Context: an optimization exercise on an open-source flow, tuned for small area, a short achievable clock period and few clock cycles per item. The choices shown serve that exercise and are no tape-out recipe. No functional check of the RTL was part of any run shown here. No activity file was given, so power comes from the tool's default toggle rates.

==> run.sh <==
#!/bin/bash
# synth_recipe.tcl (not shown) runs the flow's synth.tcl, then flattens the netlist and writes it again
# the make line also repeats each setting of config.mk as NAME=value (left out here)
make -C /OpenROAD-flow-scripts/flow DESIGN_CONFIG=/design/flow/config.mk WORK_HOME=/design/flow/orfs CLKGATE_MAP_FILE= SYNTH_SCRIPT=/design/flow/synth_recipe.tcl finish
==> config.mk <==
export PLATFORM = sky130hd
export DESIGN_NAME = fir_top
export DESIGN_NICKNAME = fir_top
export VERILOG_FILES = /design/flow/design.v
export SDC_FILE = /design/flow/constraint.sdc
export NUM_CORES = 4
export LEC_CHECK = 0
export CAP_MARGIN = 20
export CORE_MARGIN = 2
export CORE_UTILIZATION = 40
export SLEW_MARGIN = 20
export SYNTH_HIERARCHICAL = 1
==> constraint.sdc <==
create_clock -name core_clock -period 6.0 [get_ports {clk}]
set_input_delay 1.2000 -clock core_clock [delete_from_list [all_inputs] [get_ports {clk}]]
set_output_delay 1.2000 -clock core_clock [all_outputs]
set_load 0.01 [all_outputs]
==> design.v <==
module fa_cell (input wire a, input wire b, input wire c, output wire s, output wire co);
    assign s  = a ^ b ^ c;
    assign co = (a & b) | (a & c) | (b & c);
endmodule
module ha_cell (input wire a, input wire b, output wire s, output wire co);
    assign s  = a ^ b;
    assign co = a & b;
endmodule
module hold_cell (input wire ld, input wire hd, input wire d, input wire q, output wire o);
    assign o = (ld & d) | (hd & q);
endmodule
module hold1_cell (input wire ld, input wire hd, input wire r, input wire d, input wire q, output wire o);
    assign o = (ld & d) | (hd & q) | r;
endmodule
module fir_top #(
    parameter K  = 8,
    parameter DW = 8,
    parameter CW = 8
)(
    input  wire clk,
    input  wire rst,
    input  wire start,
    input  wire signed [DW-1:0] x_in,
    output wire signed [DW+CW+$clog2(K):0] y_out,
    output wire data_valid
);
    reg [7:0] u1, u2, u3, u4, u5, u6, u7;
    reg [11:0] ra, rb;
    reg [11:0] y;
    reg dv;
    wire [7:0]  u_in = {~x_in[7], x_in[6:0]};
    wire s1, c1;
    ha_cell u_ha1 (.a(u1[1]), .b(u2[1]), .s(s1), .co(c1));
    wire s2, c2;
    fa_cell u_fa2 (.a(u1[2]), .b(u2[2]), .c(u3[2]), .s(s2), .co(c2));
    wire s3, c3;
    ha_cell u_ha3 (.a(u4[2]), .b(u5[2]), .s(s3), .co(c3));
    wire s4, c4;
    fa_cell u_fa4 (.a(u1[3]), .b(u2[3]), .c(u3[3]), .s(s4), .co(c4));
    wire s5, c5;
    fa_cell u_fa5 (.a(u4[3]), .b(u5[3]), .c(u6[2]), .s(s5), .co(c5));
    wire s6, c6;
    fa_cell u_fa6 (.a(u1[4]), .b(u2[4]), .c(u3[4]), .s(s6), .co(c6));
    wire s7, c7;
    fa_cell u_fa7 (.a(u4[4]), .b(u5[4]), .c(u6[3]), .s(s7), .co(c7));
    wire s8, c8;
    fa_cell u_fa8 (.a(u1[5]), .b(u2[5]), .c(u3[5]), .s(s8), .co(c8));
    wire s9, c9;
    fa_cell u_fa9 (.a(u4[5]), .b(u5[5]), .c(u6[4]), .s(s9), .co(c9));
    wire s10, c10;
    fa_cell u_fa10 (.a(u1[6]), .b(u2[6]), .c(u3[6]), .s(s10), .co(c10));
    wire s11, c11;
    fa_cell u_fa11 (.a(u4[6]), .b(u5[6]), .c(u6[5]), .s(s11), .co(c11));
    wire s12, c12;
    fa_cell u_fa12 (.a(u1[7]), .b(u2[7]), .c(u3[7]), .s(s12), .co(c12));
    wire s13, c13;
    fa_cell u_fa13 (.a(u4[7]), .b(u5[7]), .c(u6[6]), .s(s13), .co(c13));
    wire s14, c14;
    fa_cell u_fa14 (.a(u1[0]), .b(u2[0]), .c(u3[0]), .s(s14), .co(c14));
    wire s15, c15;
    fa_cell u_fa15 (.a(u3[1]), .b(u4[1]), .c(u5[1]), .s(s15), .co(c15));
    wire s16, c16;
    ha_cell u_ha16 (.a(u6[0]), .b(u7[1]), .s(s16), .co(c16));
    wire s17, c17;
    fa_cell u_fa17 (.a(u6[1]), .b(u7[0]), .c(u7[2]), .s(s17), .co(c17));
    wire s18, c18;
    fa_cell u_fa18 (.a(s2), .b(s3), .c(c1), .s(s18), .co(c18));
    wire s19, c19;
    fa_cell u_fa19 (.a(u7[1]), .b(u7[3]), .c(s4), .s(s19), .co(c19));
    wire s20, c20;
    fa_cell u_fa20 (.a(s5), .b(c2), .c(c3), .s(s20), .co(c20));
    wire s21, c21;
    fa_cell u_fa21 (.a(u7[2]), .b(u7[4]), .c(s6), .s(s21), .co(c21));
    wire s22, c22;
    fa_cell u_fa22 (.a(s7), .b(c4), .c(c5), .s(s22), .co(c22));
    wire s23, c23;
    fa_cell u_fa23 (.a(u7[3]), .b(u7[5]), .c(s8), .s(s23), .co(c23));
    wire s24, c24;
    fa_cell u_fa24 (.a(s9), .b(c6), .c(c7), .s(s24), .co(c24));
    wire s25, c25;
    fa_cell u_fa25 (.a(u7[4]), .b(u7[6]), .c(s10), .s(s25), .co(c25));
    wire s26, c26;
    fa_cell u_fa26 (.a(s11), .b(c8), .c(c9), .s(s26), .co(c26));
    wire s27, c27;
    fa_cell u_fa27 (.a(u7[5]), .b(u7[7]), .c(s12), .s(s27), .co(c27));
    wire s28, c28;
    fa_cell u_fa28 (.a(s13), .b(c10), .c(c11), .s(s28), .co(c28));
    wire s29, c29;
    fa_cell u_fa29 (.a(u6[7]), .b(u7[6]), .c(c12), .s(s29), .co(c29));
    wire s30, c30;
    ha_cell u_ha30 (.a(u4[0]), .b(u5[0]), .s(s30), .co(c30));
    wire s31, c31;
    fa_cell u_fa31 (.a(s1), .b(s15), .c(s16), .s(s31), .co(c31));
    wire s32, c32;
    fa_cell u_fa32 (.a(s17), .b(s18), .c(c15), .s(s32), .co(c32));
    wire s33, c33;
    fa_cell u_fa33 (.a(s19), .b(s20), .c(c17), .s(s33), .co(c33));
    wire s34, c34;
    fa_cell u_fa34 (.a(s21), .b(s22), .c(c19), .s(s34), .co(c34));
    wire s35, c35;
    fa_cell u_fa35 (.a(s23), .b(s24), .c(c21), .s(s35), .co(c35));
    wire s36, c36;
    fa_cell u_fa36 (.a(s25), .b(s26), .c(c23), .s(s36), .co(c36));
    wire s37, c37;
    fa_cell u_fa37 (.a(s27), .b(s28), .c(c25), .s(s37), .co(c37));
    wire s38, c38;
    fa_cell u_fa38 (.a(c13), .b(s29), .c(c27), .s(s38), .co(c38));
    wire s39, c39;
    ha_cell u_ha39 (.a(u7[0]), .b(s14), .s(s39), .co(c39));
    wire s40, c40;
    fa_cell u_fa40 (.a(c14), .b(s31), .c(c30), .s(s40), .co(c40));
    wire s41, c41;
    fa_cell u_fa41 (.a(c16), .b(s32), .c(c31), .s(s41), .co(c41));
    wire s42, c42;
    fa_cell u_fa42 (.a(c18), .b(s33), .c(c32), .s(s42), .co(c42));
    wire s43, c43;
    fa_cell u_fa43 (.a(c20), .b(s34), .c(c33), .s(s43), .co(c43));
    wire s44, c44;
    fa_cell u_fa44 (.a(c22), .b(s35), .c(c34), .s(s44), .co(c44));
    wire s45, c45;
    fa_cell u_fa45 (.a(c24), .b(s36), .c(c35), .s(s45), .co(c45));
    wire s46, c46;
    fa_cell u_fa46 (.a(c26), .b(s37), .c(c36), .s(s46), .co(c46));
    wire s47, c47;
    fa_cell u_fa47 (.a(c28), .b(s38), .c(c37), .s(s47), .co(c47));
    wire s48, c48;
    fa_cell u_fa48 (.a(u7[7]), .b(c29), .c(c38), .s(s48), .co(c48));
    wire [11:0] pr0 = {1'b0, c48, s48, s47, s46, s45, s44, s43, s42, s41, s40, s30};
    wire [11:0] pr1 = {1'b0, 1'b0, c47, c46, c45, c44, c43, c42, c41, c40, c39, s39};
    wire [11:0] p = ra + rb;
    wire [11:0] s = {u_in, 2'b00} + p;
    wire ld = start & ~rst;
    wire hd = ~start & ~rst;
    wire [55:0] hist = {u7, u6, u5, u4, u3, u2, u1};
    wire [55:0] hin  = {u6, u5, u4, u3, u2, u1, u_in};
    wire [55:0] hnx;
    genvar gi;
    generate
        for (gi = 0; gi < 56; gi = gi + 1) begin : g_hist
            if (gi % 8 == 7) begin : g_msb
                hold1_cell u_h (.ld(ld), .hd(hd), .r(rst), .d(hin[gi]), .q(hist[gi]), .o(hnx[gi]));
            end else begin : g_low
                hold_cell u_h (.ld(ld), .hd(hd), .d(hin[gi]), .q(hist[gi]), .o(hnx[gi]));
            end
        end
    endgenerate
    always @(posedge clk)
        {u7, u6, u5, u4, u3, u2, u1} <= hnx;
    always @(posedge clk) begin
        if (rst) begin
            ra <= 12'd1536;
            rb <= 12'd0;
        end else begin
            ra <= pr0;
            rb <= pr1;
        end
    end
    always @(posedge clk)
        y <= {~s[11], s[10:0]};
    always @(posedge clk or posedge rst) begin
        if (rst) dv <= 1'b0;
        else     dv <= start;
    end
    assign y_out = {{8{y[11]}}, y};
    assign data_valid = dv;
endmodule
==> impl_metrics.yaml, run 1 <==
sta:
  slew_viol_final: 0
  worst_slack_ns: 2.68
  timing.final.crit_share_pct: 55.4
  fmax_mhz: 301
  slew_headroom_pct: 34.4
  period_needed_ns: 3.32
  tightest_slew_ns: 0.981
  hold_violations: 0
  worst_clock_skew_ns: 0.00942
  rsz0062_at_grt: "no"
  setup_viol: 0
  fin_tns_setup_ns: 0
synthesis:
  ys_async_sr_fraction_pct: 1.11
  synth.avg_cell_area_um2: 13.7
  ys_top_cells_by_area: "dfxtp_1, fa_1, a22o_1, ha_1, nor2b_1"
  netlist.area_leader.share_pct: 43.5
  synth_area_um2: 4100
  synth-main-ff-cell: "dfxtp_1"
  yosys.cell_count.top_type: "dfxtp_1"
  yosysUniqueCellTypes: 38
  synth_edf_count: 0
  ys_ff_latch: 90
  yosysTopAreaCell: "dfxtp_1"
  ys_top_cells_by_count: "dfxtp_1, fa_1, a22o_1, nor2b_1, ha_1"
  yosysWarnings: 7
  ys_seq_area_share_pct: 44.1
  synthCells: 300
power_and_ir_drop:
  power_leakage_uw: 0.00208
  peakVddDrop_uv: 179
  power.density_nw_per_um2: 297
critical_path:
  worst_ep_arrival_time_ns: 3.56
  reg2reg_slack_ns: 3.39
  cp.required_ns: 6.24
  worstSetupPathType: "input pin to flip-flop"
  startpoint_type: "input pin"
  worst_r2r_endpoint: "ra[2]$_SDFF_PP0_"
  cp.buffers_inverters: 3
  slowest_delay_ns: 0.53
  r2r_cells: 5
  cp_max_fo: 4
  path_cells: "clkdlybuf4s50_1 -> inv_1 -> fa_1 -> inv_1 -> fa_1 -> a21o_1 -> a21oi_2 -> o221ai_1 -> xor2_1"
  cp_top_family: "adder cells"
  timing.rr.start: "u1[2]$_DFF_P_"
  cpMaxStageDelayCell: "fa_1"
  end_kind: "flip-flop"
clocking:
  cts_resized: 0
  cts_setup_buffers: 0
  htree_levels: 3
  cts_made_buffers: 9
  clkSinkCount: 90
  insertion_delay_ns: 0.37
  clk_path_buf_depth: 2
  clkSlewWorstSetupHoldPaths_ns: 0.08
  cts_hold_buf: 0
  cts_tree: "done"
  root_buffer: "clkbuf_8"
floorplanning:
  coreArea_um2: 9860
  ios: 32
  dieArea_um2: 11100
  initial_core_util_pct: 41.6
  die_x_um: 105
  rows: 36
  die_y_um: 105
placement:
  dp_hpwl_mm: 4.85
  pre_cts_ws_ns: 2.31
  gp_congestion: 0.734
  io_buffers: 31
global_route:
  antenna_found_initial: 0
  grt_start_max_net_pins: 44
  grt_pass1_wl_mm: 12.2
  grt_pass1_vias: 2520
  gr-total-overflow: 0
  gr-usage-all-layers_pct: 14.1
cells_and_area:
  insertedDiodeCount: 0
  post-route-util_pct: 48.4
  area_growth_pct: 16.4
  filler_cell_count: 877
  num-nets-final: 414
  drive_gt1_share_pct: 7.96
status:
  status: "finished clean"
detailed_routing:
  dr.pass1.iters: 4
  routed_wl_mm: 6.65
  avgViaCountPerCell: 4.98
  wire_per_inst_um: 14.1
  drt_iter0_drc: 73
  vias: 2352
  drc_errors: 0
  postRouteAntennaNets: 0
run:
  drv_cap: 0
worst_hold_path:
  hp-class: "flip-flop to flip-flop"
  hold-path-cell-count: 1
  hp-start: "ra[0]$_SDFF_PP0_"
  whs_endpoint: "y[0]$_DFF_P_"
[modules after synthesis (local to each module, per instance)]
module	cells inside	copies in the design	area, µm²	flip-flops and latches
fir_top	196	1	2680	90
fa_cell	1	43	20.0	0
ha_cell	1	5	12.5	0
hold1_cell	1	7	10.0	0
hold_cell	1	49	8.76	0
[power breakdown]
group          switching, µW  total, µW  internal [µW]
logic                    136        297            160
registers               27.6        670            642
clock network            208        452            245
[placed cells by master (no fill, tap or decap), types with 2 or more instances in the layout]
master / count
dfxtp_1: 89
fa_1: 52
a22o_1: 49
clkdlybuf4s50_1: 31
nor2b_1: 21
ha_1: 17
clkbuf_8: 10
inv_1: 9
a221o_1: 7
nor2_1: 4
o21ai_0: 3
or2_2: 3
xnor2_1: 3
xor2_1: 3
o211ai_1: 2
a21o_1: 2
a21oi_1: 2
nand3_1: 2
bufinv_16: 2
clkinv_2: 2
buf_4: 2
[metrics by stage]
stage | area, µm² | instances | hold WS [ns] | total power [µW]
floorplan | 4100 | 300 | 0.420 | 876
global placement | 4530 | 455 | 0.428 | 981
CTS | 4770 | 472 | 0.471 | 1440
global route | 4770 | 472 | 0.506 | 1510
finish | 4770 | 472 | 0.465 | 1420
detailed placement | 4550 | 456 | 0.445 | 985
[flip-flops by register name, indices dropped and copies added (netlist names)]
name,cells
ra,11
u4,8
u6,8
u3,8
u5,8
dv,1
u7,8
u1,8
u2,8
rb,10
y,12
[kinds of logic (layout without fill, tap and decap cells)]
| family | Yosys count | in the layout | share of synthesized area [%] |
|---|---|---|---|
| AO/OA/AOI/OAI | 76 | 76 | 15.9 |
| XOR/XNOR | 6 | 6 | 1.28 |
| adder cells (fa/ha/maj) | 69 | 69 | 30.6 |
| buffers and inverters | 20 | 59 | 2.59 |
| flip-flops | 90 | 90 | 44.1 |
| AND/OR/NAND/NOR | 39 | 39 | 5.55 |
[worst max path at each step]
| stage | cells past startpoint | from | slack [ns] | endpoint |
|---|---|---|---|---|
| after CTS | 9 | x_in[0] | 2.69 | y[9]$_DFF_P_ |
| after global placement | 9 | x_in[0] | 2.31 | y[9]$_DFF_P_ |
| after floorplan | 3 | rst | 2.31 | u1[7]$_DFF_P_ |
| after detailed placement | 9 | x_in[0] | 2.31 | y[9]$_DFF_P_ |
| after global routing | 9 | x_in[0] | 2.51 | y[9]$_DFF_P_ |
| final | 9 | x_in[0] | 2.68 | y[9]$_DFF_P_ |
[layer usage]
| metal | share of wire [%] | track usage, % | wire [µm] |
|---|---|---|---|
| met1 | 46 | 18.4 | 3070 |
| met2 | 49 | 22.0 | 3240 |
| met3 | 4.0 | 5.19 | 264 |
| met4 | 1.1 | 4.00 | 73 |
| met5 | 0 | 0 | 0 |
[layout make-up]
class,count,area (µm²),area share (%)
multi-input cells,190,2200,46.1
flip-flops and latches,90,1810,37.9
repair buffers,34,345,7.23
well taps,133,166,3.49
clock buffers,11,141,2.96
clock inverters,5,77.6,1.63
inverters,9,33.8,0.708
==> run 2: changes to the inputs <==
--- a/design.v
+++ b/design.v
@@ -13,2 +13,8 @@
     assign o = (ld & d) | (hd & q) | r;
+endmodule
+module add12 (input wire [11:0] a, input wire [11:0] b, output wire [11:0] s);
+    assign s = a + b;
+endmodule
+module add10 (input wire [9:0] a, input wire [7:0] b, output wire [9:0] s);
+    assign s = a + {2'b00, b};
 endmodule
@@ -129,4 +135,6 @@
     wire [11:0] pr1 = {1'b0, 1'b0, c47, c46, c45, c44, c43, c42, c41, c40, c39, s39};
-    wire [11:0] p = ra + rb;
-    wire [11:0] s = {u_in, 2'b00} + p;
+    wire [11:0] p, s;
+    add12 u_add_p (.a(ra), .b(rb), .s(p));
+    add10 u_add_s (.a(p[11:2]), .b(u_in), .s(s[11:2]));
+    assign s[1:0] = p[1:0];
     wire ld = start & ~rst;
==> flow/run.sh (new file) <==
#!/bin/bash
# Standard layout, except that the port buffers are buf_1 cells instead of
# the flow's default pick (clkdlybuf4s50_1, a slow delay cell).
set -euo pipefail
export BUFFER_PORTS_ARGS="-buffer_cell sky130_fd_sc_hd__buf_1"
bash standard.sh > standard.log 2>&1
==> standard.sh (new file) <==
#!/bin/bash
# synth_recipe.tcl (not shown) runs the flow's synth.tcl, then flattens the netlist and writes it again
# the make line also repeats each setting of config.mk as NAME=value (left out here)
make -C /OpenROAD-flow-scripts/flow DESIGN_CONFIG=/design/flow/config.mk WORK_HOME=/design/flow/orfs CLKGATE_MAP_FILE= SYNTH_SCRIPT=/design/flow/synth_recipe.tcl "${@:-finish}"
removed: run.sh
==> run 2 against run 1 <==
Effect of this change:
- total power fell by 4.6%
- sequential share of layout area fell by 0.32 points
- synthesized cell count is 14% higher
- global-route usage rose by 0.23 points
- critical endpoint is now y[11]$_DFF_P_
- first-iteration DRC count rose by 75%
- largest cell class unchanged
- sequential power about the same
- critical path depth grew 4
- non-clock buffer count is the same
- worst hold slack got worse by 0.0020 ns
==> impl_metrics.yaml, run 2 <==
cells_and_area:
  drive_gt1_share_pct: 7.03
  postLayoutCellArea_um2: 4810
  filler_cell_count: 1038
  insertedDiodeCount: 0
  seqCellArea_um2: 1810
  num-nets-final: 459
  reg_top3: "y x12, ra x11, rb x10"
  area_growth_pct: 10.3
  top_register: "y"
  largest_reg_flops: 12
  multi_input_area_um2: 2470
  layout_common_cells: "dfxtp_1, a22o_1, fa_1"
  layout_commonest_cell: "dfxtp_1"
synthesis:
  ys_top_cells_by_area: "dfxtp_1, fa_1, a22o_1, ha_1, nor2b_1"
  yosysWarnings: 7
  ys_ff_latch: 90
  synth_area_um2: 4370
  ys_seq_area_share_pct: 41.4
  synth-main-ff-cell: "dfxtp_1"
  yosysUniqueCellTypes: 46
  ys_top_cells_by_count: "dfxtp_1, a22o_1, fa_1, ha_1, nor2b_1"
  synth.avg_cell_area_um2: 12.8
  synthCells: 342
  yosys.cell_count.top_type: "dfxtp_1"
  netlist.area_leader.share_pct: 40.8
  yosysTopAreaCell: "dfxtp_1"
  ys_async_sr_fraction_pct: 1.11
  synth_edf_count: 0
floorplanning:
  rows: 38
  die_x_um: 108
  initial_core_util_pct: 40.6
  die_y_um: 108
  coreArea_um2: 10700
  ios: 32
  dieArea_um2: 11800
global_route:
  met3_usage_pct: 4.22
  gr-total-overflow: 0
  antenna_found_initial: 0
  grt_use_met2_pct: 23.6
  grt_pass1_vias: 2742
  grtUsageMet1_pct: 18.1
  grt_start_max_net_pins: 57
  grt_busiest_layer: "met2"
  grt_pass1_wl_mm: 13.0
  gr-usage-all-layers_pct: 14.3
critical_path:
  worst_ep_arrival_time_ns: 3.54
  path_common_cell: "ha_1"
  cp_max_fo: 4
  timing.rr.start: "ra[0]$_SDFF_PP0_"
  cp.required_ns: 6.26
  cp.buffers_inverters: 1
  reg2reg_slack_ns: 2.72
  end_kind: "flip-flop"
  r2r_cells: 13
  slowest_delay_ns: 0.43
  worst_r2r_endpoint: "y[11]$_DFF_P_"
  worstSetupPathType: "flip-flop to flip-flop"
  cpMaxStageDelayCell: "fa_1"
  startpoint_type: "flip-flop"
  cp_top_family: "compound AO/OA/AOI/OAI gates"
  path_cells: "ha_1 -> fa_1 -> a211oi_1 -> nor2_1 -> o21a_1 -> o41a_1 -> xor2_1 -> ha_1 -> a21oi_2 -> o21ai_0 -> a211o_1 -> o211ai_2 -> inv_1"
detailed_routing:
  dr.pass1.iters: 4
  drc_errors: 0
  routed_wl_mm: 7.53
  vias: 2647
  postRouteAntennaNets: 0
  drt_iter0_drc: 128
  wire_per_inst_um: 14.4
  avgViaCountPerCell: 5.05
clocking:
  cts_made_buffers: 9
  clkSinkCount: 90
  cts_setup_buffers: 0
  cts_tree: "done"
  cts_hold_buf: 0
  clk_path_buf_depth: 2
  root_buffer: "clkbuf_8"
  htree_levels: 3
  clkSlewWorstSetupHoldPaths_ns: 0.08
  insertion_delay_ns: 0.36
  cts_resized: 0
power_and_ir_drop:
  power.density_nw_per_um2: 281
  power_leakage_uw: 0.00211
  p_int_uw: 958
  power.net_switching_uw: 396
  peakVddDrop_uv: 164
  p_seq_share_pct: 49.4
  p_total_uw: 1350
  p_sw_share_pct: 29.2
  pwr-share-comb_pct: 21.1
  clockPowerShare_pct: 29.5
sta:
  slew_viol_final: 0
  slew_headroom_pct: 60.5
  fmax_mhz: 305
  hold_violations: 0
  rsz0062_at_grt: "no"
  fin_tns_setup_ns: 0
  worst_clock_skew_ns: 0.00980
  period_needed_ns: 3.28
  tightest_slew_ns: 0.593
  timing.final.crit_share_pct: 54.6
  setup_viol: 0
worst_hold_path:
  whs_endpoint: "y[0]$_DFF_P_"
  hp-class: "flip-flop to flip-flop"
  hp-start: "rb[0]$_SDFF_PP0_"
  hold-path-cell-count: 1
run:
  drv_cap: 0
placement:
  placed_cell_area_um2: 4630
  io_buffers: 31
  gp_congestion: 0.785
  dp_hpwl_mm: 5.49
status:
  status: "finished clean"
[run 2: how the worst max path moves through the flow]
stage,cells after the start,slack (ns),to,start
finish,13,2.72,y[11]$_DFF_P_,ra[0]$_SDFF_PP0_
global placement,13,2.86,y[11]$_DFF_P_,ra[0]$_SDFF_PP0_
CTS,12,2.74,y[10]$_DFF_P_,ra[0]$_SDFF_PP0_
global route,13,2.50,y[11]$_DFF_P_,ra[0]$_SDFF_PP0_
detailed placement,12,2.77,y[10]$_DFF_P_,ra[0]$_SDFF_PP0_
floorplan,3,2.38,u1[7]$_DFF_P_,rst
[run 2: metal layers]
layer | wire length [µm] | vias to the layer above
met5 | 0 | -
met4 | 92 | 0
met3 | 220 | 7
met2 | 3750 | 36
met1 | 3470 | 1303
li1 | - | 1301
[run 2: cell type report]
| cell class | instances | share of cell area [%] |
|---|---|---|
| clock inverter | 4 | 1.09 |
| clock buffer | 12 | 2.81 |
| timing repair buffer | 34 | 2.88 |
| multi-input combinational | 235 | 51.4 |
| inverter | 9 | 0.702 |
| sequential | 90 | 37.5 |
| tap | 140 | 3.64 |
[run 2: power by group through the flow]
stage | combinational [µW] | sequential [µW] | clock, µW
floorplan | 231 | 694 | 0
global placement | 284 | 682 | 0
detailed placement | 288 | 684 | 0
CTS | 289 | 670 | 419
global route | 323 | 675 | 444
finish | 286 | 669 | 400
[run 2: stage by stage]
step / hold WS, ns / setup WS, ns / cells / utilization, %
final: 0.463 / 2.72 / 524 / 44.8
after global routing: 0.504 / 2.50 / 524 / 44.8
after CTS: 0.466 / 2.74 / 524 / 44.8
after detailed placement: 0.440 / 2.77 / 508 / 43.1
after global placement: 0.440 / 2.86 / 508 / 43.1
after floorplan: 0.420 / 2.38 / 344 / -
[run 2: cells by family after synthesis]
logic type / share of synthesized area, %
simple gates: 6.73
other cells: 0.0859
fa+ha+maj: 27.5
buf+inv: 2.52
compound gates: 18.4
flops: 41.4
xor+xnor: 3.41
[run 2: per-module statistics from Yosys, one instance, submodules excluded]
module,times used,cells inside,flops+latches
add10,1,52,0
fa_cell,43,1,0
ha_cell,5,1,0
add12,1,59,0
fir_top,1,127,90
hold_cell,49,1,0
hold1_cell,7,1,0
==> run 3: changes to the inputs <==
--- a/config.mk
+++ b/config.mk
@@ -10,2 +10,3 @@
 export CORE_UTILIZATION = 40
+export SETUP_SLACK_MARGIN = 3.6
 export SLEW_MARGIN = 20
==> run 3 against run 2 <==
Effect of this change:
- clock skew rose by 0.0025 ns
- register-to-register slack improved by 0.29 ns
- sequential power barely moved
- wire length rose by 7.3%
- total power barely moved
- sequential share of layout area fell by 2.0 points
- setup slack improved by 0.29 ns
- combinational power rose by about 10%
- sequential cell count did not move
- core utilization rose by 3.3 points
- final cell count rose by 4.6%
- synthesized cell count did not move
- critical path type unchanged
==> impl_metrics.yaml, run 3 <==
status:
  status: "finished clean"
global_route:
  gr-total-overflow: 0
  antenna_found_initial: 0
  grt_pass1_vias: 2906
  grt_start_max_net_pins: 57
  gr-usage-all-layers_pct: 15.0
  grt_pass1_wl_mm: 13.6
synthesis:
  synth_edf_count: 0
  synthCells: 342
  yosysTopAreaCell: "dfxtp_1"
  yosysWarnings: 7
  ys_top_cells_by_count: "dfxtp_1, a22o_1, fa_1, ha_1, nor2b_1"
  ys_async_sr_fraction_pct: 1.11
  yosys.cell_count.top_type: "dfxtp_1"
  synth.avg_cell_area_um2: 12.8
  synth_area_um2: 4370
  ys_top_cells_by_area: "dfxtp_1, fa_1, a22o_1, ha_1, nor2b_1"
  ys_seq_area_share_pct: 41.4
  netlist.area_leader.share_pct: 40.8
  ys_ff_latch: 90
  yosysUniqueCellTypes: 46
  synth-main-ff-cell: "dfxtp_1"
cells_and_area:
  drive_gt1_share_pct: 25.0
  num-nets-final: 483
  insertedDiodeCount: 0
  area_growth_pct: 18.3
  largest_reg_flops: 12
  top_register: "y"
  reg_top3: "y x12, ra x11, rb x10"
  layout_commonest_cell: "dfxtp_1"
  layout_common_cells: "dfxtp_1, a22o_1, buf_1"
  fin_cells: 548
clocking:
  insertion_delay_ns: 0.37
  clkSlewWorstSetupHoldPaths_ns: 0.09
  clkSinkCount: 90
  htree_levels: 3
  root_buffer: "clkbuf_8"
  cts_hold_buf: 0
  clk_path_buf_depth: 2
  cts_tree: "done"
  cts_made_buffers: 9
power_and_ir_drop:
  peakVddDrop_uv: 192
  power_leakage_uw: 0.00223
  power.density_nw_per_um2: 262
critical_path:
  r2r_cells: 13
  startpoint_type: "flip-flop"
  timing.rr.start: "rb[0]$_SDFF_PP0_"
  worstSetupPathType: "flip-flop to flip-flop"
  worst_ep_arrival_time_ns: 3.25
  reg2reg_slack_ns: 3.01
  end_kind: "flip-flop"
  cp.required_ns: 6.27
  cp_max_fo: 4
  worst_r2r_endpoint: "y[11]$_DFF_P_"
detailed_routing:
  dr.pass1.iters: 4
  drt_iter0_drc: 121
  drc_errors: 0
  routed_wl_mm: 8.08
  wire_per_inst_um: 14.8
  vias: 2771
  avgViaCountPerCell: 5.06
  postRouteAntennaNets: 0
worst_hold_path:
  whs_endpoint: "y[0]$_DFF_P_"
  hp-start: "ra[0]$_SDFF_PP0_"
  hp-class: "flip-flop to flip-flop"
  hold-path-cell-count: 1
run:
  drv_cap: 0
sta:
  slew_viol_final: 0
  setup_viol: 0
  period_needed_ns: 2.99
  fin_tns_setup_ns: 0
  fmax_mhz: 335
  rsz0062_at_grt: "yes"
  worst_clock_skew_ns: 0.0123
  slew_headroom_pct: 61.7
  timing.final.crit_share_pct: 49.8
  tightest_slew_ns: 0.574
  hold_violations: 0
placement:
  dp_hpwl_mm: 5.46
  dp_cells: 508
  io_buffers: 31
  gp_congestion: 0.781
floorplanning:
  ios: 32
  die_y_um: 108
  coreArea_um2: 10700
  die_x_um: 108
  dieArea_um2: 11800
  initial_core_util_pct: 40.6
  rows: 38
-- run 3: cell counts after synthesis --
No cell type changed its count.
-- run 3: final cells by class --
cell class | count | area [µm²]
Clock buffer | 10 | 128
Clock inverter | 6 | 43.8
Timing Repair Buffer | 58 | 338
Inverter | 9 | 33.8
Tap cell | 140 | 175
Sequential cell | 90 | 1830
Fill cell | 991 | 5580
Multi-Input combinational cell | 235 | 2610
-- run 3: kinds of logic after synthesis --
kind of cell	after synthesis	share of synthesized area (%)
AO/OA/AOI/OAI	95	18.4
flip-flops	90	41.4
adder cells (fa/ha/maj)	69	27.5
AND/OR/NAND/NOR	51	6.73
buffers and inverters	19	2.52
XOR/XNOR	17	3.41
other	1	0.0859
-- run 3: per-layer routing --
metal / vias to the layer above / GRT usage [%] / part of all wire [%]
li1: 1343 / - / -
met1: 1394 / 18.3 / 44
met2: 26 / 25.1 / 52
met3: 8 / 4.16 / 2.7
met4: 0 / 5.95 / 1.4
met5: - / 0 / 0
-- run 3: modules after synthesis (local to each module, per instance) --
module	cells	times used	flops+latches
fir_top	127	1	90
add12	59	1	0
add10	52	1	0
fa_cell	1	43	0
ha_cell	1	5	0
hold1_cell	1	7	0
hold_cell	1	49	0
-- run 3: how the worst max path moves through the flow --
| stage | cells after the start | end | startpoint | slack (ns) |
|---|---|---|---|---|
| global placement | 13 | y[11]$_DFF_P_ | ra[0]$_SDFF_PP0_ | 3.07 |
| detailed placement | 13 | y[11]$_DFF_P_ | ra[0]$_SDFF_PP0_ | 2.95 |
| global route | 13 | y[11]$_DFF_P_ | rb[0]$_SDFF_PP0_ | 2.86 |
| CTS | 13 | y[11]$_DFF_P_ | ra[0]$_SDFF_PP0_ | 2.98 |
| floorplan | 13 | y[11]$_DFF_P_ | ra[0]$_SDFF_PP0_ | 3.16 |
| finish | 13 | y[11]$_DFF_P_ | rb[0]$_SDFF_PP0_ | 3.01 |
-- run 3: what timing repair did --
item                       4_1_cts  5_1_grt
pin swaps                       17       10
buffers inserted                21        3
resized for setup               35       16
setup endpoints to repair       21       22
-- run 3: power breakdown --
group / internal [µW] / switching, µW / leakage (µW)
clock: 151 / 218 / 0.0000862
combinational: 142 / 173 / 0.00140
sequential: 645 / 25.7 / 0.000746
total: 938 / 417 / 0.00223
-- run 3: stage by stage --
step | instance area [µm²] | total power (µW) | utilization, % | hold WS (ns) | setup WS, ns
after floorplan | 4410 | 925 | - | 0.446 | 3.16
after global placement | 4650 | 965 | 43.3 | 0.464 | 3.07
after detailed placement | 4650 | 971 | 43.3 | 0.465 | 2.95
after CTS | 5080 | 1360 | 47.3 | 0.490 | 2.98
after global routing | 5160 | 1440 | 48.1 | 0.508 | 2.86
final | 5160 | 1350 | 48.1 | 0.502 | 3.01
-- run 3: critical path, stage by stage (launching register included) --
cell	delay, ns
dfxtp_2	0.34
ha_4	0.16
fa_2	0.37
a211oi_4	0.26
nor2_2	0.08
o21a_1	0.19
o41a_1	0.32
xor2_1	0.15
ha_1	0.33
a21oi_2	0.16
o211ai_1	0.12
a211o_1	0.29
o211ai_2	0.07
inv_1	0.05
==> run 4: changes to the inputs <==
==> flow/run.sh (replaced) <==
#!/bin/bash
# Standard layout, except: port buffers are buf_1 cells instead of the flow's
# default pick (clkdlybuf4s50_1, a slow delay cell), and synthesis leaves the
# adders to abc (no fa_1/ha_1 extraction), so that they map for speed.
set -euo pipefail
export BUFFER_PORTS_ARGS="-buffer_cell sky130_fd_sc_hd__buf_1"
export ADDER_MAP_FILE=
bash standard.sh > standard.log 2>&1
--- a/config.mk
+++ b/config.mk
@@ -7,2 +7,3 @@
 export LEC_CHECK = 0
+export ABC_CLOCK_PERIOD_IN_PS = 2000
 export CAP_MARGIN = 20
@@ -10,4 +11,3 @@
 export CORE_UTILIZATION = 40
-export SETUP_SLACK_MARGIN = 3.6
 export SLEW_MARGIN = 20
-export SYNTH_HIERARCHICAL = 1
+export SYNTH_HIERARCHICAL = 0
==> run 4 against run 3 <==
Effect of this change:
- core utilization decreased by 2.9 points
- clock-buffer cell count rose by 1
- sequential share of layout area shrank 2.4 points
- die area up 13%
- non-clock buffer count fell by 25
- total power rose by 4.0%
- setup slack got worse by 0.78 ns
- combinational power fell by 48%
- final cell count rose by 34%
- synthesized cell count increased by 61%
- clock skew decreased by 0.0045 ns
==> impl_metrics.yaml, run 4 <==
sta:
  fmax_mhz: 266
  tightest_slew_ns: 0.953
  timing.final.crit_share_pct: 62.7
  setup_viol: 0
  slew_viol_final: 0
  hold_violations: 0
  worst_clock_skew_ns: 0.00783
  rsz0062_at_grt: "no"
  period_needed_ns: 3.76
  slew_headroom_pct: 36.5
  fin_tns_setup_ns: 0
synthesis:
  synth.avg_cell_area_um2: 8.99
  ys_seq_area_share_pct: 36.5
  yosysTopAreaCell: "dfxtp_1"
  ys_top_cells_by_area: "dfxtp_1, xnor2_1, mux2i_1, xor2_1, nor2_1"
  synth_edf_count: 0
  netlist.area_leader.share_pct: 36.0
  synth-main-ff-cell: "dfxtp_1"
  ys_top_cells_by_count: "dfxtp_1, nor2_1, xnor2_1, mux2i_1, nand2_1"
  synthCells: 550
  yosys.cell_count.top_type: "dfxtp_1"
  ys_async_sr_fraction_pct: 1.11
  yosysUniqueCellTypes: 44
  ys_ff_latch: 90
  synth_area_um2: 4940
  yosysWarnings: 1
clocking:
  htree_levels: 3
  clkSlewWorstSetupHoldPaths_ns: 0.06
  cts_resized: 0
  cts_tree: "done"
  cts_hold_buf: 0
  cts_made_buffers: 9
  cts_setup_buffers: 0
  clkSinkCount: 90
  clk_path_buf_depth: 2
  insertion_delay_ns: 0.34
  root_buffer: "clkbuf_16"
power_and_ir_drop:
  p_int_uw: 1070
  peakVddDrop_uv: 158
  clockPowerShare_pct: 42.7
  power.net_switching_uw: 337
  pwr-share-comb_pct: 11.6
  p_sw_share_pct: 23.9
  p_seq_share_pct: 45.6
  power.density_nw_per_um2: 258
  power_leakage_uw: 0.00217
placement:
  io_buffers: 31
  gp_congestion: 0.819
  placed_cell_area_um2: 5130
  dp_hpwl_mm: 5.91
global_route:
  gr-usage-all-layers_pct: 13.2
  grt_pass1_wl_mm: 14.0
  grt_start_max_net_pins: 70
  antenna_found_initial: 0
  grt_pass1_vias: 3157
  gr-total-overflow: 0
floorplanning:
  die_x_um: 115
  rows: 40
  ios: 32
  coreArea_um2: 12100
  dieArea_um2: 13300
  die_y_um: 115
  initial_core_util_pct: 41.0
cells_and_area:
  postLayoutCellArea_um2: 5450
  insertedDiodeCount: 0
  area_growth_pct: 10.3
  largest_reg_flops: 12
  layout_commonest_cell: "dfxtp_1"
  drive_gt1_share_pct: 4.95
  num-nets-final: 572
  layout_common_cells: "dfxtp_1, nor2_1, xnor2_1"
  top_register: "y"
  reg_top3: "y x12, ra x11, rb x10"
critical_path:
  cpMaxStageDelayCell: "maj3_1"
  slowest_delay_ns: 0.41
  worst_ep_arrival_time_ns: 4.05
  cp_max_fo: 8
  cp.buffers_inverters: 1
  path_cells: "buf_1 -> maj3_1 -> a21oi_1 -> o21ai_0 -> o211a_1 -> maj3_2 -> a221o_1 -> o31a_1 -> o31a_4 -> o21a_1 -> o31a_1 -> nand2_1"
  r2r_cells: 11
  crit_cells: 12
  worstSetupPathType: "input pin to flip-flop"
  path_common_cell: "o31a_1"
  startpoint_type: "input pin"
  end_kind: "flip-flop"
  cp_top_family: "compound AO/OA/AOI/OAI gates"
  cp.required_ns: 6.28
detailed_routing:
  routed_wl_mm: 8.22
  wire_per_inst_um: 11.2
  drc_errors: 0
  drt_iter0_drc: 164
  vias: 3540
  dr.pass1.iters: 4
  postRouteAntennaNets: 0
  avgViaCountPerCell: 4.82
worst_hold_path:
  hp-class: "flip-flop to flip-flop"
  hold-path-cell-count: 1
run:
  drv_cap: 0
status:
  status: "finished clean"
run 4: changes by cell type in the layout (fill, tap and decap cells not counted), sizes merged, moves of 34 or more:
cell	previous run	this run
fa	45	0
nor2	10	87
xnor2	12	84
xor2	5	39
mux2i	0	55
a22o	49	1
nand2	3	41
run 4: power by group through the flow:
stage          Combinational (µW)  Sequential [µW]  Clock, µW
2_1_floorplan                 133              661          0
3_3_place_gp                  163              656          0
5_1_grt                       184              647        640
3_5_place_dp                  166              657          0
4_1_cts                       166              643        614
6_report                      164              643        602
run 4: final timing paths:
kind	to	start	slack (ns)
setup / recovery	y[11]$_DFF_P_	x_in[0]	2.24
hold / removal	y[10]$_DFF_P_	ra[10]$_SDFF_PP1_	0.48
setup reg to reg	y[11]$_DFF_P_	rb[1]$_SDFF_PP0_	2.70
hold reg to reg	y[10]$_DFF_P_	ra[10]$_SDFF_PP1_	0.48
max in group asynchronous	dv$_DFF_PP0_	rst	4.63
min in group asynchronous	dv$_DFF_PP0_	rst	1.18
run 4: cell type report:
class                           instances  area, µm²
Fill cell                            1145       6610
Multi-Input combinational cell        423       2970
Sequential cell                        90       1810
Clock buffer                           11        243
Tap cell                              168        210
Timing Repair Buffer                   33        134
Clock inverter                          5       77.6
Inverter                                4       15.0
run 4: per-layer routing:
layer	part of all wire [%]	track usage, %	vias to the layer above
met5	0	0	-
met4	1.8	4.66	0
met3	3.3	4.22	13
met2	44	20.8	54
met1	51	16.9	1618
li1	-	-	1855
run 4: logic make-up (layout without fill, tap and decap cells):
kind of cell / after synthesis / after routing / share of synthesized area, %
compound gates: 69 / 69 / 9.36
xor+xnor: 123 / 123 / 21.8
mux: 55 / 55 / 11.1
buf+inv: 37 / 53 / 3.47
simple gates: 150 / 150 / 12.4
flops: 90 / 90 / 36.5
fa+ha+maj: 26 / 26 / 5.31
run 4: per-stage QoR:
step / hold WS (ns) / utilization (%) / instances / total power [µW] / worst slack [ns]
final: 0.481 / 45.2 / 734 / 1410 / 2.24
after global routing: 0.503 / 45.2 / 734 / 1470 / 2.09
after CTS: 0.484 / 45.2 / 734 / 1420 / 2.27
after detailed placement: 0.475 / 42.6 / 718 / 822 / 1.92
after global placement: 0.457 / 42.6 / 718 / 819 / 2.03
after floorplan: 0.432 / - / 550 / 794 / 2.20
run 4: worst reg2reg max path, stage by stage (launching register included):
cell     delay (ns)
dfxtp_1        0.37
o211a_1        0.28
o41ai_1        0.47
a31oi_1        0.20
or2_1          0.27
xnor2_1        0.17
a221o_1        0.39
o31a_1         0.27
o31a_4         0.32
o21a_1         0.18
o31a_1         0.27
nand2_1        0.06
==> run 5: changes to the inputs <==
--- a/design.v
+++ b/design.v
@@ -13,8 +13,2 @@
     assign o = (ld & d) | (hd & q) | r;
-endmodule
-module add12 (input wire [11:0] a, input wire [11:0] b, output wire [11:0] s);
-    assign s = a + b;
-endmodule
-module add10 (input wire [9:0] a, input wire [7:0] b, output wire [9:0] s);
-    assign s = a + {2'b00, b};
 endmodule
@@ -133,8 +127,7 @@
     fa_cell u_fa48 (.a(u7[7]), .b(c29), .c(c38), .s(s48), .co(c48));
+    localparam [11:0] RA0 = 12'd1536;
+    localparam [11:0] RB0 = 12'd0;
     wire [11:0] pr0 = {1'b0, c48, s48, s47, s46, s45, s44, s43, s42, s41, s40, s30};
     wire [11:0] pr1 = {1'b0, 1'b0, c47, c46, c45, c44, c43, c42, c41, c40, c39, s39};
-    wire [11:0] p, s;
-    add12 u_add_p (.a(ra), .b(rb), .s(p));
-    add10 u_add_s (.a(p[11:2]), .b(u_in), .s(s[11:2]));
-    assign s[1:0] = p[1:0];
+    wire [11:0] s = ra + rb + {2'b00, u_in, 2'b00};
     wire ld = start & ~rst;
@@ -158,4 +151,4 @@
         if (rst) begin
-            ra <= 12'd1536;
-            rb <= 12'd0;
+            ra <= RA0;
+            rb <= RB0;
         end else begin
==> flow/run.sh (replaced) <==
#!/bin/bash
# The standard layout (standard.sh) with two changes:
#  - port buffers are buf_1 cells instead of the flow's default pick
#    (clkdlybuf4s50_1, a slow delay cell);
#  - synthesis is the standard flow's script, except that Yosys's full/half adder
#    extraction runs only inside the fa_cell and ha_cell modules, so that the
#    final adder is left to abc as plain gates (the extracted fa_1/ha_1 cells
#    are slow on its carry path). Registers are untouched.
set -euo pipefail
W=$(pwd)
export BUFFER_PORTS_ARGS="-buffer_cell sky130_fd_sc_hd__buf_1"
sed 's|extract_fa {\*}\[dont_use_extract_fa_args\]|extract_fa {*}[dont_use_extract_fa_args] fa_cell ha_cell|' \
    "$FLOW_HOME/scripts/synth.tcl" > "$W/flow_synth_core.tcl"
grep -q 'dont_use_extract_fa_args\] fa_cell ha_cell' "$W/flow_synth_core.tcl"
sed "s|source \$::env(SCRIPTS_DIR)/synth.tcl|source $W/flow_synth_core.tcl|" synth_recipe.tcl > "$W/flow_synth.tcl"
grep -q "flow_synth_core.tcl" "$W/flow_synth.tcl"
sed "s|SYNTH_SCRIPT=[^ ]*|SYNTH_SCRIPT=$W/flow_synth.tcl|" standard.sh > "$W/flow_standard.sh"
grep -q "SYNTH_SCRIPT=$W/flow_synth.tcl" "$W/flow_standard.sh"
bash "$W/flow_standard.sh" > "$W/standard.log" 2>&1
--- a/config.mk
+++ b/config.mk
@@ -7,3 +7,2 @@
 export LEC_CHECK = 0
-export ABC_CLOCK_PERIOD_IN_PS = 2000
 export CAP_MARGIN = 20
@@ -12,2 +11,2 @@
 export SLEW_MARGIN = 20
-export SYNTH_HIERARCHICAL = 0
+export SYNTH_HIERARCHICAL = 1
==> run 5 against run 4 <==
Effect of this change:
- still clean
- critical path depth is 4 lower
- clock skew fell by 0.0021 ns
- clock-buffer cell count is 4 higher
- final cell count decreased by 25%
- critical path type unchanged
- critical endpoint is now y[9]$_DFF_P_
- highest routed layer unchanged
==> impl_metrics.yaml, run 5 <==
global_route:
  antenna_found_initial: 0
  grt_pass1_vias: 2770
  grt_start_max_net_pins: 57
  gr-total-overflow: 0
  gr-usage-all-layers_pct: 13.4
  grt_pass1_wl_mm: 13.3
power_and_ir_drop:
  power_leakage_uw: 0.00214
  power.density_nw_per_um2: 307
  peakVddDrop_uv: 176
worst_hold_path:
  hold-path-cell-count: 1
  hp-class: "flip-flop to flip-flop"
  hp-start: "u5[2]$_DFF_P_"
  whs_endpoint: "u5[2]$_DFF_P_"
cells_and_area:
  seqCellArea_um2: 1810
  num-nets-final: 465
  drive_gt1_share_pct: 8.52
  insertedDiodeCount: 0
  filler_cell_count: 1028
  post-route-util_pct: 45.1
  layout_common_cells: "dfxtp_1, a22o_1, fa_1"
  largest_reg_flops: 12
  area_growth_pct: 11.0
  reg_top3: "y x12, ra x11, rb x10"
  top_register: "y"
  layout_commonest_cell: "dfxtp_1"
  multi_input_area_um2: 2620
detailed_routing:
  drt_iter0_drc: 106
  wl_met3_um: 223
  wire_per_inst_um: 14.3
  postRouteAntennaNets: 0
  wl_met1_mm: 4.11
  drc_errors: 0
  wl_met2_mm: 3.49
  dr.pass1.iters: 4
  vias: 2896
  routed_wl_mm: 7.94
  avgViaCountPerCell: 5.23
  topRoutingLayerUsed: "met4"
sta:
  timing.final.crit_share_pct: 48.5
  slew_headroom_pct: 60.6
  slew_viol_final: 0
  fin_tns_setup_ns: 0
  worst_slack_ns: 3.09
  tightest_slew_ns: 0.591
  worst_clock_skew_ns: 0.00577
  holdWs_ns: 0.506
  rsz0062_at_grt: "no"
  period_needed_ns: 2.91
  setup_viol: 0
  fmax_mhz: 343
  hold_violations: 0
synthesis:
  synth-main-ff-cell: "dfxtp_1"
  synth_area_um2: 4580
  ys_top_cells_by_count: "dfxtp_1, a22o_1, fa_1, nor2b_1, xnor2_1"
  synthCells: 382
  ys_top_cells_by_area: "dfxtp_1, fa_1, a22o_1, xnor2_1, nor2b_1"
  ys_ff_latch: 90
  yosys.cell_count.top_type: "dfxtp_1"
  ys_seq_area_share_pct: 39.5
  netlist.area_leader.share_pct: 38.9
  yosysWarnings: 7
  synth.avg_cell_area_um2: 12.0
  ys_async_sr_fraction_pct: 1.11
  synth_edf_count: 0
  yosysUniqueCellTypes: 48
  yosysTopAreaCell: "dfxtp_1"
floorplanning:
  rows: 39
  ios: 32
  die_y_um: 111
  initial_core_util_pct: 40.6
  dieArea_um2: 12300
  die_x_um: 111
  coreArea_um2: 11300
critical_path:
  worstSetupPathType: "input pin to flip-flop"
  slowest_delay_ns: 0.45
  timing.rr.start: "u1[2]$_DFF_P_"
  r2r_cells: 5
  end_kind: "flip-flop"
  reg2reg_slack_ns: 3.39
  cp_max_fo: 8
  worst_ep_arrival_time_ns: 3.14
  cpMaxStageDelayCell: "xor3_1"
  path_cells: "buf_1 -> xor3_1 -> a31oi_1 -> o22ai_1 -> a211oi_1 -> o21ai_0 -> nand4_1 -> xnor2_1"
  cp.required_ns: 6.23
  startpoint_type: "input pin"
  worst_r2r_endpoint: "ra[2]$_SDFF_PP0_"
clocking:
  cts_hold_buf: 0
  insertion_delay_ns: 0.34
  clkSlewWorstSetupHoldPaths_ns: 0.06
  cts_resized: 0
  clk_path_buf_depth: 2
  cts_setup_buffers: 0
  clkSinkCount: 90
  cts_tree: "done"
  htree_levels: 3
  cts_made_buffers: 9
  root_buffer: "clkbuf_16"
placement:
  dp_hpwl_mm: 5.72
  gp_congestion: 0.873
  io_buffers: 31
  pre_cts_ws_ns: 2.75
status:
  status: "finished clean"
run:
  drv_cap: 0
-- run 5: changes by cell type in the layout (fill, tap and decap cells not counted), sizes merged, moves of 7 or more --
cell / previous run / this run
a22o: 1 / 50
maj3: 26 / 8
mux2i: 55 / 0
xor2: 39 / 10
fa: 0 / 43
nor2: 87 / 15
nor2b: 0 / 20
o21ai: 22 / 15
a21oi: 15 / 7
nand2: 41 / 13
xnor2: 84 / 17
-- run 5: worst max path at each step --
stage	startpoint	end	slack [ns]	cells past startpoint
final	x_in[1]	y[9]$_DFF_P_	3.09	8
after global routing	x_in[1]	y[9]$_DFF_P_	2.89	8
after global placement	x_in[1]	y[9]$_DFF_P_	2.82	8
after CTS	x_in[1]	y[11]$_DFF_P_	3.10	8
after floorplan	rst	u1[7]$_DFF_P_	2.31	3
after detailed placement	x_in[1]	y[11]$_DFF_P_	2.75	8
-- run 5: report_power, final --
group          internal, µW  switching (µW)
clock                   369             220
combinational           135             158
sequential              644            34.9
-- run 5: area by class of cell --
cell class              instances  area share, %
multi-input cells             265           51.5
flip-flops and latches         90           35.5
well taps                     143           3.52
inverters                       6          0.443
repair buffers                 34           2.73
clock buffers                  15           5.66
clock inverters                 1          0.591
-- run 5: per-layer routing --
layer	vias to the layer above	track usage [%]
li1	1424	-
met1	1422	19.4
met2	42	19.3
met3	8	3.50
met4	0	5.00
met5	-	0
-- run 5: critical path, delay by kind of cell --
kind,cells,cell delay (ns)
AOI/OAI and AO/OA,4,0.92
xor gates and xnor gates,2,0.53
buffers and inverters,1,0.34
and+or+nand+nor,1,0.14
-- run 5: through the flow --
stage,cell area [µm²],total power (µW),instances
2_1_floorplan,4580,936,382
3_3_place_gp,4770,985,538
3_5_place_dp,4770,986,538
4_1_cts,5080,1580,554
5_1_grt,5080,1640,554
6_report,5080,1560,554
-- run 5: per-module statistics from Yosys (local to each module, per instance) --
module      cells inside  copies in the design  cell area (µm²)  flip-flops and latches
fir_top              278                     1             3160                      90
fa_cell                1                    43             20.0                       0
hold1_cell             1                     7             10.0                       0
ha_cell                1                     5             12.5                       0
hold_cell              1                    49             8.76                       0
-- run 5: cell families (layout without fill, tap and decap cells) --
family,after synthesis,after routing,synth area share (%)
AOI/OAI and AO/OA,108,108,18.8
buffers and inverters,27,56,3.66
and+or+nand+nor,68,68,7.76
adders and majority gates,56,56,22.0
DFF,90,90,39.5
xor gates and xnor gates,33,33,8.31
==> run 6: changes to the inputs <==
--- a/config.mk
+++ b/config.mk
@@ -7,2 +7,3 @@
 export LEC_CHECK = 0
+export ABC_AREA = 1
 export CAP_MARGIN = 20
@@ -10,2 +11,3 @@
 export CORE_UTILIZATION = 40
+export SETUP_SLACK_MARGIN = 3.6
 export SLEW_MARGIN = 20
==> run 6 against run 5 <==
Effect of this change:
- still clean on timing, DRC and antenna
- clock-buffer cell count is 1 lower
- core utilization is 2.1 points higher
- non-clock buffer count is 1 higher
- global-route usage is 2.1 points higher
- first-iteration DRC count is 5.7% lower
- critical path depth is 2 lower
- die area is 1.1% lower
- total power is 4.0% lower
- design area is 1.4% higher
- worst hold slack worse by 0.044 ns
- clock power is 2% lower
- largest cell class unchanged
- largest power group unchanged
- highest routed layer unchanged
==> impl_metrics.yaml, run 6 <==
status:
  status: "finished clean"
cells_and_area:
  drive_gt1_share_pct: 14.8
  layout_commonest_cell: "nand2_1"
  area_growth_pct: 14.0
  reg_top3: "y x12, ra x11, rb x10"
  largest_reg_flops: 12
  post-route-util_pct: 47.2
  insertedDiodeCount: 0
  filler_cell_count: 1067
  layout_common_cells: "nand2_1, dfxtp_1, inv_1"
  num-nets-final: 636
  top_register: "y"
power_and_ir_drop:
  pwr-share-comb_pct: 17.1
  p_seq_share_pct: 44.4
  power.density_nw_per_um2: 290
  clockPowerShare_pct: 38.6
  power_leakage_uw: 0.00258
  power.net_switching_uw: 403
  peakVddDrop_uv: 166
  p_int_uw: 1090
  p_sw_share_pct: 26.9
synthesis:
  ys_top_cells_by_count: "nand2_1, dfxtp_1, inv_1, fa_1, nor2_1"
  synth_area_um2: 4530
  ys_top_cells_by_area: "dfxtp_1, nand2_1, fa_1, inv_1, nand3_2"
  ys_ff_latch: 90
  synth.avg_cell_area_um2: 8.37
  ys_async_sr_fraction_pct: 1.11
  yosysUniqueCellTypes: 30
  yosys.cell_count.top_type: "nand2_1"
  netlist.area_leader.share_pct: 39.4
  synth-main-ff-cell: "dfxtp_1"
  ys_seq_area_share_pct: 39.9
  synth_edf_count: 0
  synthCells: 541
  yosysWarnings: 7
  yosysTopAreaCell: "dfxtp_1"
critical_path:
  cp.required_ns: 6.21
  timing.rr.start: "u4[3]$_DFF_P_"
  r2r_cells: 6
  end_kind: "flip-flop"
  worst_ep_arrival_time_ns: 2.74
  startpoint_type: "flip-flop"
  reg2reg_slack_ns: 3.47
  worstSetupPathType: "flip-flop to flip-flop"
  cp_max_fo: 3
  worst_r2r_endpoint: "ra[3]$_SDFF_PP0_"
floorplanning:
  die_y_um: 110
  coreArea_um2: 10900
  dieArea_um2: 12200
  rows: 38
  die_x_um: 110
  ios: 32
  initial_core_util_pct: 41.4
global_route:
  grt_busiest_layer: "met2"
  grt_pass1_vias: 3351
  grt_pass1_wl_mm: 14.6
  grtUsageMet1_pct: 17.9
  antenna_found_initial: 0
  grt_use_met2_pct: 27.4
  met3_usage_pct: 4.00
  grt_start_max_net_pins: 47
  gr-usage-all-layers_pct: 15.5
  gr-total-overflow: 0
sta:
  tightest_slew_ns: 0.504
  hold_violations: 0
  slew_headroom_pct: 66.3
  fin_tns_setup_ns: 0
  worst_clock_skew_ns: 0.00446
  slew_viol_final: 0
  setup_viol: 0
  rsz0062_at_grt: "yes"
  timing.final.crit_share_pct: 42.1
  period_needed_ns: 2.53
  fmax_mhz: 396
clocking:
  cts_hold_buf: 0
  insertion_delay_ns: 0.34
  clkSlewWorstSetupHoldPaths_ns: 0.06
  cts_made_buffers: 9
  clkSinkCount: 90
  htree_levels: 3
  cts_tree: "done"
  clk_path_buf_depth: 2
  root_buffer: "clkbuf_16"
placement:
  gp_congestion: 0.785
  io_buffers: 31
  dp_hpwl_mm: 5.85
worst_hold_path:
  whs_endpoint: "u6[3]$_DFF_P_"
  hold-path-cell-count: 2
  hp-class: "flip-flop to flip-flop"
  hp-start: "u6[3]$_DFF_P_"
detailed_routing:
  wire_per_inst_um: 10.8
  dr.pass1.iters: 4
  vias: 3201
  drt_iter0_drc: 100
  postRouteAntennaNets: 0
  routed_wl_mm: 7.80
  avgViaCountPerCell: 4.43
  drc_errors: 0
run:
  drv_cap: 0
[run 6: changes by cell type after synthesis, sizes merged, moves of 12 or more]
cell,before,now
nor2b,20,0
inv,6,62
a22o,50,0
nand2,13,249
nor2,15,32
o21ai,15,3
nand3,5,23
xnor2,17,4
[run 6: power by group through the flow]
stage / Sequential, µW / Combinational, µW / Clock (µW)
2_1_floorplan: 685 / 203 / 0
3_3_place_gp: 676 / 253 / 0
3_5_place_dp: 678 / 258 / 0
4_1_cts: 665 / 260 / 593
5_1_grt: 671 / 301 / 613
6_report: 664 / 255 / 577
[run 6: critical path, stage by stage (launching register included)]
cell and delay (ns):
dfxtp_2 0.33, fa_1 0.56, fa_1 0.45, fa_1 0.54, fa_1 0.41, inv_1 0.07
nor2_1 0.04
[run 6: through the flow]
stage	hold WS [ns]	power, µW	cells	instance area (µm²)	setup slack [ns]
2_1_floorplan	0.432	888	541	4550	3.58
3_3_place_gp	0.446	929	704	4790	3.21
3_5_place_dp	0.458	936	705	4810	3.40
4_1_cts	0.464	1520	721	5130	3.48
5_1_grt	0.486	1580	722	5160	3.39
6_report	0.462	1500	722	5160	3.47
[run 6: final cells by class]
cell class | instances | area (µm²) | area share, %
flip-flops and latches | 90 | 1830 | 35.4
repair buffers | 35 | 160 | 3.11
multi-input cells | 379 | 2450 | 47.6
clock buffers | 14 | 274 | 5.31
inverters | 62 | 233 | 4.51
well taps | 140 | 175 | 3.40
clock inverters | 2 | 35.0 | 0.679
[run 6: logic make-up after synthesis]
| kind of cell | after synthesis | share of synthesized area (%) |
|---|---|---|
| AO/OA/AOI/OAI | 12 | 1.77 |
| buffers and inverters | 72 | 6.64 |
| flip-flops | 90 | 39.9 |
| adder cells (fa/ha/maj) | 48 | 20.4 |
| AND/OR/NAND/NOR | 313 | 30.1 |
| XOR/XNOR | 6 | 1.16 |
[run 6: timing repair]
item / CTS / global route
resized for setup: 7 / 13
pin swaps: 3 / 2
endpoints found under the setup margin: 14 / 17
buffers inserted: 0 / 1
[run 6: modules after synthesis (local to each module, per instance)]
module,cell area [µm²],cells inside,flip-flops and latches,times used
fa_cell,20.0,1,0,43
fir_top,2900,318,90,1
ha_cell,12.5,1,0,5
hold1_cell,21.3,4,0,7
hold_cell,11.3,3,0,49
[run 6: worst max path at each step]
stage	start	to	slack, ns
floorplan	u6[2]$_DFF_P_	ra[3]$_SDFF_PP0_	3.58
CTS	u6[2]$_DFF_P_	ra[3]$_SDFF_PP0_	3.48
detailed placement	x_in[1]	y[10]$_DFF_P_	3.40
finish	u4[3]$_DFF_P_	ra[3]$_SDFF_PP0_	3.47
global placement	rst	u4[7]$_DFF_P_	3.21
global route	u6[5]$_DFF_P_	ra[6]$_SDFF_PP0_	3.39
[run 6: routing by layer]
layer,share of wire [%],up-vias
met5,0,-
met2,50,42
met1,45,1463
met4,1.9,0
met3,3.2,12
li1,-,1684

==> what the ideal ports hide <==
No port has a modelled driver above. Below, the same layouts with a new extraction and two added sets of constraints.
Step 1: set_driving_cell puts a clkbuf_16 on clk and a buf_2 on each other input, an assumption about the parent block.
Step 2 adds t to the input delays and takes it off the output delays; t is the mean of the earliest and latest rising clock arrival at the registers after step 1. Input paths then give back, and output paths get back, about the clock's delay inside the block.
Three values: ideal, step 1, step 2; two values: the first two.
| run | t (ns) | slack for setup (ns) | latest minus earliest clock arrival (ns) | slew at the worst register clock pin (ns) | worst slew at a driven data input, ns |
|---|---|---|---|---|---|
| run 1 | 0.391 | 2.679 / 2.684 / 2.293 | 0.009 / 0.010 | 0.09 / 0.09 | 0.04 |
| run 2 | 0.384 | 2.722 / 2.722 / 2.722 | 0.010 / 0.010 | 0.09 / 0.09 | 0.03 |
| run 3 | 0.395 | 3.012 / 3.012 / 3.012 | 0.012 / 0.012 | 0.09 / 0.09 | 0.04 |
| run 4 | 0.374 | 2.236 / 2.255 / 1.881 | 0.010 / 0.010 | 0.07 / 0.07 | 0.03 |
| run 5 | 0.368 | 3.088 / 3.088 / 2.720 | 0.006 / 0.006 | 0.06 / 0.06 | 0.05 |
| run 6 | 0.369 | 3.473 / 3.473 / 3.406 | 0.005 / 0.005 | 0.06 / 0.06 | 0.03 |
After both steps every run listed still meets setup and hold. The setup slack of run 1, which loses most, moves by +0.005 ns with the drivers and by -0.386 ns with both steps.
